Background: an optimization exercise with open tools, aiming at small area, a short achievable clock period and few clock cycles per item. Do not read the settings as production practice. In this exercise RTL edits were held to simulation tests only and were not proved equivalent to the original.

==> flow/design.v (outline; a module is shown in full before it is edited, if it fits) <==
// module cordic: 5424 lines
// module cordic_top: 49 lines
module cordic_top (
    input wire clk,
    input wire rst,
    input wire in_valid,
    output wire in_ready,
    input wire [31 : 0] x_in,
    input wire [31 : 0] y_in,
    input wire [31 : 0] z_in,
    output reg out_valid,
    output reg [31 : 0] x_out,
    output reg [31 : 0] y_out,
    output wire [31 : 0] z_out
);
  // ...
==> flow/flow/run.sh <==
#!/bin/bash
# Standard ORFS layout, with one extra step between synthesis and floorplan:
# flow/polar.py re-polarises the full-adder cells of the synthesized netlist
# (a full adder is self-dual) so that most inverters between them disappear.
set -euo pipefail
R=orfs/results/$FLOW_PLATFORM/cordic_top/base
bash standard.sh synth > make_synth.log 2>&1
cp $R/1_2_yosys.v 1_2_yosys.orig.v
XCAP=1 XMAX=1 python3 flow/polar.py $R/1_2_yosys.v > polar.log 2>&1
rm -f $R/1_synth.odb $R/1_synth.sdc
bash standard.sh finish "BUFFER_PORTS_ARGS=-buffer_cell sky130_fd_sc_hd__buf_2" "CTS_ARGS=-sink_clustering_enable -repair_clock_nets -root_buf sky130_fd_sc_hd__clkbuf_16 -buf_list sky130_fd_sc_hd__clkbuf_8 -sink_clustering_size 16 -sink_clustering_max_diameter 80 -dont_use_dummy_load" > make_finish.log 2>&1
==> flow/flow/cells.txt <==
a2111o_1
a2111o_2
a2111o_4
a2111oi_0
a2111oi_1
a2111oi_2
a2111oi_4
a211o_1
a211o_2
a211o_4
a211oi_1
a211oi_2
a211oi_4
a21bo_1
a21bo_2
a21bo_4
a21boi_0
a21boi_1
a21boi_2
a21boi_4
a21o_1
a21o_2
a21o_4
a21oi_1
a21oi_2
a21oi_4
a221o_1
a221o_2
a221o_4
a221oi_1
a221oi_2
a221oi_4
a222oi_1
a22o_1
a22o_2
a22o_4
a22oi_1
a22oi_2
a22oi_4
a2bb2o_1
a2bb2o_2
a2bb2o_4
a2bb2oi_1
a2bb2oi_2
a2bb2oi_4
a311o_1
a311o_2
a311o_4
a311oi_1
a311oi_2
a311oi_4
a31o_1
a31o_2
a31o_4
a31oi_1
a31oi_2
a31oi_4
a32o_1
a32o_2
a32o_4
a32oi_1
a32oi_2
a32oi_4
a41o_1
a41o_2
a41o_4
a41oi_1
a41oi_2
a41oi_4
and2_0
and2_1
and2_2
and2_4
and2b_1
and2b_2
and2b_4
and3_1
and3_2
and3_4
and3b_1
and3b_2
and3b_4
and4_1
and4_2
and4_4
and4b_1
and4b_2
and4b_4
and4bb_1
and4bb_2
and4bb_4
buf_1
buf_12
buf_16
buf_2
buf_4
buf_6
buf_8
bufbuf_16
bufbuf_8
bufinv_16
bufinv_8
clkbuf_1
clkbuf_16
clkbuf_2
clkbuf_4
clkbuf_8
clkdlybuf4s15_1
clkdlybuf4s15_2
clkdlybuf4s18_1
clkdlybuf4s18_2
clkdlybuf4s25_1
clkdlybuf4s25_2
clkdlybuf4s50_1
clkdlybuf4s50_2
clkinv_1
clkinv_16
clkinv_2
clkinv_4
clkinv_8
clkinvlp_2
clkinvlp_4
conb_1
decap_12
decap_3
decap_4
decap_6
decap_8
dfbbn_1
dfbbn_2
dfbbp_1
dfrbp_1
dfrbp_2
dfrtn_1
dfrtp_1
dfrtp_2
dfrtp_4
dfsbp_1
dfsbp_2
dfstp_1
dfstp_2
dfstp_4
dfxbp_1
dfxbp_2
dfxtp_1
dfxtp_2
dfxtp_4
diode_2
dlclkp_1
dlclkp_2
dlclkp_4
dlrbn_1
dlrbn_2
dlrbp_1
dlrbp_2
dlrtn_1
dlrtn_2
dlrtn_4
dlrtp_1
dlrtp_2
dlrtp_4
dlxbn_1
dlxbn_2
dlxbp_1
dlxtn_1
dlxtn_2
dlxtn_4
dlxtp_1
dlygate4sd1_1
dlygate4sd2_1
dlygate4sd3_1
dlymetal6s2s_1
dlymetal6s4s_1
dlymetal6s6s_1
ebufn_1
ebufn_2
ebufn_4
ebufn_8
edfxbp_1
edfxtp_1
einvn_0
einvn_1
einvn_2
einvn_4
einvn_8
einvp_1
einvp_2
einvp_4
einvp_8
fa_1
fa_2
fa_4
fah_1
fahcin_1
fahcon_1
ha_1
ha_2
ha_4
inv_1
inv_12
inv_16
inv_2
inv_4
inv_6
inv_8
lpflow_bleeder_1
lpflow_clkbufkapwr_1
lpflow_clkbufkapwr_16
lpflow_clkbufkapwr_2
lpflow_clkbufkapwr_4
lpflow_clkbufkapwr_8
lpflow_clkinvkapwr_1
lpflow_clkinvkapwr_16
lpflow_clkinvkapwr_2
lpflow_clkinvkapwr_4
lpflow_clkinvkapwr_8
lpflow_decapkapwr_12
lpflow_decapkapwr_3
lpflow_decapkapwr_4
lpflow_decapkapwr_6
lpflow_decapkapwr_8
lpflow_inputiso0n_1
lpflow_inputiso0p_1
lpflow_inputiso1n_1
lpflow_inputiso1p_1
lpflow_inputisolatch_1
lpflow_isobufsrc_1
lpflow_isobufsrc_16
lpflow_isobufsrc_2
lpflow_isobufsrc_4
lpflow_isobufsrc_8
lpflow_isobufsrckapwr_16
lpflow_lsbuf_lh_hl_isowell_tap_1
lpflow_lsbuf_lh_hl_isowell_tap_2
lpflow_lsbuf_lh_hl_isowell_tap_4
lpflow_lsbuf_lh_isowell_4
lpflow_lsbuf_lh_isowell_tap_1
lpflow_lsbuf_lh_isowell_tap_2
lpflow_lsbuf_lh_isowell_tap_4
macro_sparecell
maj3_1
maj3_2
maj3_4
mux2_1
mux2_2
mux2_4
mux2_8
mux2i_1
mux2i_2
mux2i_4
mux4_1
mux4_2
mux4_4
nand2_1
nand2_2
nand2_4
nand2_8
nand2b_1
nand2b_2
nand2b_4
nand3_1
nand3_2
nand3_4
nand3b_1
nand3b_2
nand3b_4
nand4_1
nand4_2
nand4_4
nand4b_1
nand4b_2
nand4b_4
nand4bb_1
nand4bb_2
nand4bb_4
nor2_1
nor2_2
nor2_4
nor2_8
nor2b_1
nor2b_2
nor2b_4
nor3_1
nor3_2
nor3_4
nor3b_1
nor3b_2
nor3b_4
nor4_1
nor4_2
nor4_4
nor4b_1
nor4b_2
nor4b_4
nor4bb_1
nor4bb_2
nor4bb_4
o2111a_1
o2111a_2
o2111a_4
o2111ai_1
o2111ai_2
o2111ai_4
o211a_1
o211a_2
o211a_4
o211ai_1
o211ai_2
o211ai_4
o21a_1
o21a_2
o21a_4
o21ai_0
o21ai_1
o21ai_2
o21ai_4
o21ba_1
o21ba_2
o21ba_4
o21bai_1
o21bai_2
o21bai_4
o221a_1
o221a_2
o221a_4
o221ai_1
o221ai_2
o221ai_4
o22a_1
o22a_2
o22a_4
o22ai_1
o22ai_2
o22ai_4
o2bb2a_1
o2bb2a_2
o2bb2a_4
o2bb2ai_1
o2bb2ai_2
o2bb2ai_4
o311a_1
o311a_2
o311a_4
o311ai_0
o311ai_1
o311ai_2
o311ai_4
o31a_1
o31a_2
o31a_4
o31ai_1
o31ai_2
o31ai_4
o32a_1
o32a_2
o32a_4
o32ai_1
o32ai_2
o32ai_4
o41a_1
o41a_2
o41a_4
o41ai_1
o41ai_2
o41ai_4
or2_0
or2_1
or2_2
or2_4
or2b_1
or2b_2
or2b_4
or3_1
or3_2
or3_4
or3b_1
or3b_2
or3b_4
or4_1
or4_2
or4_4
or4b_1
or4b_2
or4b_4
or4bb_1
or4bb_2
or4bb_4
probe_p_8
probec_p_8
sdfbbn_1
sdfbbn_2
sdfbbp_1
sdfrbp_1
sdfrbp_2
sdfrtn_1
sdfrtp_1
sdfrtp_2
sdfrtp_4
sdfsbp_1
sdfsbp_2
sdfstp_1
sdfstp_2
sdfstp_4
sdfxbp_1
sdfxbp_2
sdfxtp_1
sdfxtp_2
sdfxtp_4
sdlclkp_1
sdlclkp_2
sdlclkp_4
sedfxbp_1
sedfxbp_2
sedfxtp_1
sedfxtp_2
sedfxtp_4
xnor2_1
xnor2_2
xnor2_4
xnor3_1
xnor3_2
xnor3_4
xor2_1
xor2_2
xor2_4
xor3_1
xor3_2
xor3_4
==> flow/flow/polar.py <==
#!/usr/bin/env python3
"""Re-polarise the full-adder cells of a Yosys netlist to remove inverters.

A full adder is self-dual: FA(~a, ~b, ~c) = (~sum, ~cout).  Synthesis leaves
many inverters between full adders (on carries and sums).  This pass chooses,
for every full adder, whether it computes its function on true or on
complemented signals so that as few inverters as possible are needed, then
rebuilds the inverters: one per signal whose complement some pin needs.
XOR/XNOR gates are treated as polarity-free (an inverted input is absorbed
by swapping XOR and XNOR).  Weak drivers of high-fanout nets are then upsized
(the removed inverters were often sized by synthesis for such nets) and XOR
gates are capped at drive strength 2.  Flip-flops keep their cell type (only
their drive strength may grow); no register is added, removed or renamed.

usage: polar.py NETLIST.v   (rewritten in place; a summary goes to stdout)
"""
import re, sys, random

path = sys.argv[1]
src = open(path).read()

m = re.search(r'\bmodule\b.*?;', src, re.S)
body_start = m.end()
body_end = src.rindex('endmodule')
head, body, tail = src[:body_start], src[body_start:body_end], src[body_end:]

# split body into statements ending with ';'
stmts = []
i = 0
cell_re = re.compile(r'^\s*(?:\(\*.*?\*\)\s*)*([A-Za-z_][\w$]*)\s+(\\\S+|[A-Za-z_][\w$]*)\s*\((.*)\)\s*;\s*$', re.S)
pin_re = re.compile(r'\.(\w+)\s*\(\s*(.*?)\s*\)\s*(?:,|$)', re.S)
parts = re.split(r'(?<=;)', body)
cells = []   # [type, name, {pin: net}, order]
other = []
items = []
for p in parts:
    if not p.strip():
        items.append(('raw', p)); continue
    mm = cell_re.match(p)
    if mm and mm.group(1) not in ('wire', 'input', 'output', 'inout', 'assign', 'reg'):
        typ, name, conns = mm.group(1), mm.group(2), mm.group(3)
        pins = []
        for pm in re.finditer(r'\.(\w+)\s*\(((?:[^()]|\([^()]*\))*)\)', conns):
            pins.append((pm.group(1), pm.group(2).strip()))
        cells.append([typ, name, pins])
        items.append(('cell', len(cells) - 1))
    else:
        items.append(('raw', p))

def norm(n):
    return n.strip()

OUTS = {'X', 'Y', 'Q', 'Q_N', 'SUM', 'COUT', 'HI', 'LO'}
is_inv = lambda t: re.match(r'sky130_fd_sc_hd__(inv|clkinv)_\d+$', t) is not None
is_fa = lambda t: re.match(r'sky130_fd_sc_hd__fa_\d+$', t) is not None
is_x = lambda t: re.match(r'sky130_fd_sc_hd__x(n)?or[23]_\d+$', t) is not None
def swap_x(t):
    return t.replace('__xnor', '__XOR').replace('__xor', '__xnor').replace('__XOR', '__xor')

# nets used outside cells (assign statements, ports) are fixed loads
raw_text = ''.join(p for k, p in items if k == 'raw')
port_names = set(re.findall(r'\b(?:input|output|inout)\b[^;]*?(\\?\S+)\s*;', src))

driver = {}
for ci, (typ, name, pins) in enumerate(cells):
    for p, n in pins:
        if p in OUTS:
            driver[norm(n)] = (ci, p)

def used_outside(n):
    base = re.sub(r'\s*\[\d+\]$', '', n).lstrip('\\').strip()
    return base in port_names or (n in raw_text and 'assign' in raw_text)

# inverters we may remove: plain inverters whose output is not a port / assign net
removable = set()
for ci, (typ, name, pins) in enumerate(cells):
    if is_inv(typ):
        d = dict(pins)
        if not used_outside(norm(d['Y'])):
            removable.add(ci)

inv_of = {}  # output net -> input net for removable inverters
for ci in removable:
    d = dict(cells[ci][2])
    inv_of[norm(d['Y'])] = norm(d['A'])

def root(n):
    par = 0
    seen = 0
    while n in inv_of and seen < 100:
        n = inv_of[n]; par ^= 1; seen += 1
    return n, par

fa_ids = [ci for ci, c in enumerate(cells) if is_fa(c[0]) or is_x(c[0])]
fa_index = {ci: k for k, ci in enumerate(fa_ids)}
# root nets driven by an FA output
root_fa = {}
for ci in fa_ids:
    for p, n in cells[ci][2]:
        if p in ('SUM', 'COUT', 'X', 'Y'):
            root_fa[norm(n)] = fa_index[ci]

# loads: (cell index, pin position, root, parity, fa owner or None)
loads = []
for ci, (typ, name, pins) in enumerate(cells):
    if ci in removable:
        continue
    for k, (p, n) in enumerate(pins):
        if p in OUTS or p == 'CLK':
            continue
        r, par = root(norm(n))
        if par == 0 and r not in root_fa and not is_fa(typ) and not is_x(typ):
            continue  # untouched
        owner = fa_index.get(ci) if (is_fa(typ) or is_x(typ)) else None
        loads.append((ci, k, r, par, owner))

nfa = len(fa_ids)
xl = {}
for li, (ci, k, r, par, owner) in enumerate(loads):
    if is_x(cells[ci][0]):
        xl.setdefault(ci, []).append(li)
f = [0] * nfa
# per root: list of (load idx)
by_root = {}
for li, (ci, k, r, par, owner) in enumerate(loads):
    by_root.setdefault(r, []).append(li)
# per fa: roots it touches (its outputs and its input roots)
fa_roots = [set() for _ in range(nfa)]
for r, v in root_fa.items():
    fa_roots[v].add(r)
for li, (ci, k, r, par, owner) in enumerate(loads):
    if owner is not None:
        fa_roots[owner].add(r)

def mism(li):
    ci, k, r, par, owner = loads[li]
    return par ^ (f[root_fa[r]] if r in root_fa else 0)

def need(li):
    ci, k, r, par, owner = loads[li]
    if is_x(cells[ci][0]):
        return 0
    rel = par ^ (f[root_fa[r]] if r in root_fa else 0) ^ (f[owner] if owner is not None else 0)
    return rel

def root_cost(r):
    return 1 if any(need(li) for li in by_root.get(r, ())) else 0

def total():
    return sum(root_cost(r) for r in by_root)

before = len(removable)
cur = total()
improved = True
rounds = 0
random.seed(1)
order = list(range(nfa))
best_f = None; best_c = None
while rounds < 60:
    improved = False
    rounds += 1
    random.shuffle(order)
    for v in order:
        rs = fa_roots[v]
        c0 = sum(root_cost(r) for r in rs)
        f[v] ^= 1
        c1 = sum(root_cost(r) for r in rs)
        if c1 < c0:
            improved = True; cur += c1 - c0
        elif c1 == c0 and random.random() < 0.5:
            pass
        else:
            f[v] ^= 1
    if rounds % 10 == 0 or rounds == 60:
        c = total()
        if best_c is None or c < best_c:
            best_c = c; best_f = list(f)
f = best_f
after = total()

# rebuild
for ci in fa_ids:
    if is_x(cells[ci][0]):
        t = f[fa_index[ci]]
        for li in xl.get(ci, ()):
            t ^= mism(li)
        if t:
            old = cells[ci][0]
            cells[ci][0] = swap_x(old)
            if '2_' in old:
                cells[ci][2] = [({'X': 'Y', 'Y': 'X'}.get(p, p), n) for p, n in cells[ci][2]]
newinv = {}
cnt = 0
for li, (ci, k, r, par, owner) in enumerate(loads):
    rel = need(li)
    if rel:
        if r not in newinv:
            cnt += 1
            newinv[r] = '_polinv_%d_' % cnt
        net = newinv[r]
    else:
        net = r
    p, _ = cells[ci][2][k]
    cells[ci][2][k] = (p, net)

def fmt_cell(typ, name, pins):
    return '\n  %s %s (\n%s\n  );' % (typ, name, ',\n'.join('    .%s(%s)' % (p, n if not n.startswith('\\') else n + ' ') for p, n in pins))

# upsize weak drivers of high-fanout nets (the inverters removed above were
# often sized by synthesis for such nets)
import os
libcells = set(open(os.path.join(os.path.dirname(os.path.abspath(__file__)), 'cells.txt')).read().split())
DONT = ('fa_', 'ha_', 'dfxtp', 'conb', 'inv_', 'clkinv')
nfan = {}
for kind, v in items:
    if kind == 'cell' and v not in removable:
        for p, n in cells[v][2]:
            if p not in OUTS:
                nfan[n] = nfan.get(n, 0) + 1
up = 0
for kind, v in items:
    if kind != 'cell' or v in removable:
        continue
    typ = cells[v][0]
    mm = re.match(r'sky130_fd_sc_hd__(\w+)_(\d+)$', typ)
    if not mm or mm.group(1) in ('fa', 'ha', 'conb', 'inv', 'clkinv'):
        continue
    outs = [n for p, n in cells[v][2] if p in OUTS]
    if len(outs) != 1:
        continue
    k = nfan.get(outs[0], 0)
    want = 1 if k <= 4 else 2 if k <= 8 else 4 if k <= 16 else 8
    if mm.group(1).startswith("x"): want = min(want, int(os.environ.get("XMAX", "2")))
    base, size = mm.group(1), int(mm.group(2))
    if base.startswith('x') and size > int(os.environ.get("XCAP", "2")) and '%s_%s' % (base, os.environ.get("XCAP", "2")) in libcells:
        cells[v][0] = 'sky130_fd_sc_hd__%s_%s' % (base, os.environ.get("XCAP", "2")); size = int(os.environ.get("XCAP", "2"))
    if want > size:
        for sz in (want, 4, 2):
            if sz > size and '%s_%d' % (base, sz) in libcells:
                cells[v][0] = 'sky130_fd_sc_hd__%s_%d' % (base, sz); up += 1
                break
print('upsized', up)
out = [head]
for r, nn in newinv.items():
    out.append('\n  wire %s;' % nn)
for kind, v in items:
    if kind == 'raw':
        out.append(v)
    else:
        if v in removable:
            continue
        typ, name, pins = cells[v]
        out.append(fmt_cell(typ, name, pins))
fan = {}
for li in range(len(loads)):
    pass
for kind, v in items:
    if kind == 'cell' and v not in removable:
        for p, n in cells[v][2]:
            if n in newinv.values():
                fan[n] = fan.get(n, 0) + 1
def inv_size(n):
    k = fan.get(n, 1)
    return 1 if k <= 3 else 2 if k <= 6 else 4 if k <= 12 else 8
for r, nn in newinv.items():
    rr = r if not r.startswith('\\') else r + ' '
    out.append('\n  sky130_fd_sc_hd__inv_%d %s_cell (\n    .A(%s),\n    .Y(%s)\n  );' % (inv_size(nn), nn.rstrip('_'), rr, nn))
out.append('\n')
out.append(tail)
open(path, 'w').write(''.join(out))
print('full adders %d, flipped %d, inverters removed %d, added %d' % (nfa, sum(f), before, len(newinv)))
==> flow/standard.sh <==
#!/bin/bash
# synth_recipe.tcl (not shown) runs the flow's synth.tcl, then flattens the netlist and writes it again
# the make line also repeats each setting of config.mk as NAME=value (left out here)
make -C /OpenROAD-flow-scripts/flow DESIGN_CONFIG=/design/flow/config.mk WORK_HOME=/design/flow/orfs CLKGATE_MAP_FILE= SYNTH_SCRIPT=/design/flow/synth_recipe.tcl "${@:-finish}"
==> flow/config.mk <==
export PLATFORM = sky130hd
export DESIGN_NAME = cordic_top
export DESIGN_NICKNAME = cordic_top
export VERILOG_FILES = /design/flow/design.v
export SDC_FILE = /design/flow/constraint.sdc
export NUM_CORES = 4
export LEC_CHECK = 0
export CAP_MARGIN = 20
export CORE_MARGIN = 2
export CORE_UTILIZATION = 40
export SLEW_MARGIN = 20
==> flow/constraint.sdc <==
create_clock -name core_clock -period 200.0 [get_ports {clk}]
set_input_delay 40.0000 -clock core_clock [delete_from_list [all_inputs] [get_ports {clk}]]
set_output_delay 40.0000 -clock core_clock [all_outputs]
set_load 0.01 [all_outputs]
==> summary.txt, run 1 <==
Status
  – Outcome: finished clean

Synthesis
  – Mapped Avg Cell Area: approximately 15 sq um
  – Cell Area, Synth: 75,800 sq um

Setup path
  – Reg2Reg Depth: 101
  – Cell depth of the worst setup path: 1
  – Worst-path cell chain: buf_2
  – CP startpoint: z_o[4]$_DFF_P_
  – CP Class: register to primary output
  – R2r setup slk: 159.21 ns

STA
  – Final min period: 41.27 ns
  – Final setup margin: about 160 ns
  – RSZ-0062 raised after global routing: no

Layout
  – Layout non-clock buf frac: 0.01950
  – Most frequent cells in the layout: 2,231 x fa_1, 754 x dfxtp_1, 632 x xnor2_1
  – Share of layout cells above drive strength 1: 0.08522
  – ClkCell Share: 0.01431
  – Seq/total area: 0.1881
  – Commonest non-fill, non-tap cell in the layout: fa_1

Clocking
  – CTS tree: yes
  – Clock Root Buffer: clkbuf_16

Global route
  – Vias in the first global route: 41,750
  – Global-route wire length before repair: 220,100 um
  – Total gr overflow: 0
  – Global router's overall resource usage: 0.1449

Min path
  – Hold path endpoint: z_o[4]$_DFF_P_

Die
  – Die area: 193,000 sq um
  – Row count: between 150 and 200
  – N_taps: roughly 2,500

Route
  – 1st-pass router iterations: 4
  – WL met2: 74,900 um

Job
  – Maximum capacitance violations: 0
Testbench counts, summed over its fixed seeds: cycles 2,120, items 2,048.
==> inputs of run 2 (changes only) <==
==> flow/flow/run.sh (replaced) <==
#!/bin/bash
# Standard ORFS layout, with one extra step between synthesis and floorplan:
# flow/polar.py re-polarises the full-adder cells of the synthesized netlist
# (a full adder is self-dual) so that most inverters between them disappear.
set -euo pipefail
R=orfs/results/$FLOW_PLATFORM/cordic_top/base
bash standard.sh synth > make_synth.log 2>&1
cp $R/1_2_yosys.v 1_2_yosys.orig.v
XCAP=1 XMAX=1 python3 flow/polar.py $R/1_2_yosys.v > polar.log 2>&1
rm -f $R/1_synth.odb $R/1_synth.sdc
bash standard.sh finish "BUFFER_PORTS_ARGS=-buffer_cell sky130_fd_sc_hd__buf_2" "CTS_ARGS=-sink_clustering_enable -repair_clock_nets -root_buf sky130_fd_sc_hd__clkbuf_16 -buf_list sky130_fd_sc_hd__clkbuf_8 -sink_clustering_size 18 -sink_clustering_max_diameter 90 -dont_use_dummy_load" > make_finish.log 2>&1
==> summary.txt, run 2 <==
Status
  – Outcome: finished clean

Die
  – Die area: 193,000 sq um (unchanged)
  – Die Height: about 440 um
  – Core Box Area: 188,000 sq um
  – Horiz. Die Dim: between 400 and 500 um
  – Initial Util: 0.4032
  – I/O pin count: 197
  – Row count: 159 (unchanged)

Route
  – Routed wire per std cell: 16.70 um
  – Vias per std cell: 4.318
  – DRC viols: 0
  – 1st-pass router iterations: 4 (unchanged)
  – DRT iter0 DRCs: 786
  – Routed Antenna Nets: 0
  – Via count: 33,440
  – Routed WL: approximately 130,000 um

Setup path
  – Critical Path End Type: primary output
  – CP arrival: 1.28 ns
  – Worst path max stage delay: 0.46 ns
  – R2R Path Start: cordic_inst.zr_10[21]$_DFF_P_
  – CP max-delay cell: dfxtp_4
  – Data required time of the critical path: between 150 and 200 ns
  – Worst-path cell chain: buf_2
  – CP max FO: 28
  – Reg2Reg Depth: 101 (unchanged)
  – CP Class: register to primary output
  – Startpoint types: register
  – R2r setup slk: 159.23 ns (+0.02 ns)
  – Top delay family on crit path: flip-flops
  – RR Endpoint: cordic_inst.xlr_14[15]$_DFF_P_
  – Buffer and inverter count on the worst path: 1

Layout
  – Share of layout cells above drive strength 1: 0.08243 (-0.002793)
  – Filler cells: 17,120
  – Area grow syn2layout: 6.679%
  – Most frequent cells in the layout: 2,231 x fa_1, 754 x dfxtp_1, 632 x xnor2_1
  – Nets: 7,651
  – Fin util: 0.4301
  – Commonest non-fill, non-tap cell in the layout: fa_1

Global route
  – Initial antenna violation count: 2
  – Largest net degree at the start of global routing: 73
  – Global router's overall resource usage: 0.1438 (-0.001149)
  – Global-route wire length before repair: 219,700 um (-0.22%)
  – Total gr overflow: 0 (unchanged)
  – Vias in the first global route: 41,750 (+0.0024%)

STA
  – Tcrit/Tclk final: 0.2064
  – Final setup viols: 0
  – Worst Skew: 0.08700 ns
  – Max transition margin: 0.2604
  – Final min period: 41.28 ns (+0.004000 ns)
  – Fmax: 24.23 MHz
  – Final Slew Violations: 0
  – Total Negative Setup Slacks: 0 ns
  – RSZ-0062 raised after global routing: no
  – Final Hold Fails: 0
  – Slew @ Worst Pin: roughly 1.1 ns

Synthesis
  – Cell Area, Synth: 75,800 sq um (unchanged)
  – Yosys warnings: 2
  – Mapped Cells: around 5,100
  – Syn_nets: 7,466
  – Mapped Avg Cell Area: 14.99 sq um (unchanged)

Clocking
  – Worst-Skew Late Latency: between 0.6 and 0.7 ns
  – Cts hold-fix bufs: 0
  – # H-tree levels: 2
  – CTS resizes: 0
  – Setup Buffers After CTS: 0
  – CTS tree: yes
  – Clock Root Buffer: clkbuf_16
  – Reg clk slew, reported paths: 0.10 ns
  – Cts bufs inserted: 61
  – Clock buffer depth: 3
  – Clock Sinks: 761

Job
  – Maximum capacitance violations: 0 (unchanged)

Placed design
  – Final Wtd Congestion: 0.8350
  – IO Port Bufs: 195
  – Placed wire-length estimate: 117,900 um

Min path
  – Hold Path Stages: 0
  – Min-Delay Startpoint: cordic_inst.zf_p1[4]$_DFF_P_
  – Hold path endpoint: z_o[4]$_DFF_P_
  – HP Class: register to register
==> run 2: metrics by stage <==
step           worst slack, ns  hold WS (ns)  std cells  instance area [sq um]
6_report                158.73        0.3324       7744                  80860
5_1_grt                 157.50        0.3415       7743                  80860
4_1_cts                 158.65        0.3351       7735                  80770
3_5_place_dp            158.96        0.3121       7674                  79880
3_3_place_gp            159.07        0.3137       7674                  79850
2_1_floorplan           159.02        0.3089       5058                  75800
==> run 2: metal layers <==
layer	track usage	part of all wire
met2	0.2862	0.57
met1	0.1546	0.36
met5	0.001737	0.00060
met4	0.04961	0.038
met3	0.01576	0.025
==> run 2: worst max path at each step <==
stage,from,to,slack (ns),cells after the start
global placement,cordic_inst.zr_6[25]$_DFF_P_,cordic_inst.xlr_9[21]$_DFF_P_,159.07,99
finish,z_o[4]$_DFF_P_,z_out[29],158.73,1
floorplan,cordic_inst.d_23_p0$_DFF_P_,cordic_inst.ylr_27[10]$_DFF_P_,159.02,99
global route,cordic_inst.zr_10[21]$_DFF_P_,cordic_inst.xlr_14[15]$_DFF_P_,157.50,101
detailed placement,cordic_inst.zr_10[21]$_DFF_P_,cordic_inst.xlr_14[15]$_DFF_P_,158.96,101
CTS,z_o[4]$_DFF_P_,z_out[9],158.65,1
==> run 2: final cells by class <==
type	instances	area (sq um)	area share
multi-input combinational	3701	58240	0.7203
sequential	761	15260	0.1887
tap	2495	3122	0.03861
inverter	446	1742	0.02154
timing repair buffer	272	1582	0.01956
clock buffer	61	895.9	0.01108
antenna	8	20.02	0.0002476

## afterwards: timing with drivers on the ports
In the flow no input, the clock included, has a driving cell. The finished layouts below were timed again as built, in two steps.
Step 1 sets driving cells, clkbuf_16 on the clock port and buf_2 on the other inputs (assumed; they add their load-dependent delay and slew).
Step 2 also shifts input and output timing later by t, the mid clock arrival at the registers, as if the neighbouring blocks saw the same clock.
Slacks: no drivers / after step 1 / after step 2; pairs: no drivers / after step 1.
| run | t, ns | setup WS [ns] | worst setup path after step 2 | worst register clock-pin slew, ns |
|---|---|---|---|---|
| run 1 | 0.734 | 158.729 / 158.648 / 159.210 | register to register | 0.10 / 0.10 |
| run 2 | 0.713 | 158.725 / 158.644 / 159.229 | register to register | 0.11 / 0.11 |
After both steps every run listed still meets setup and hold.
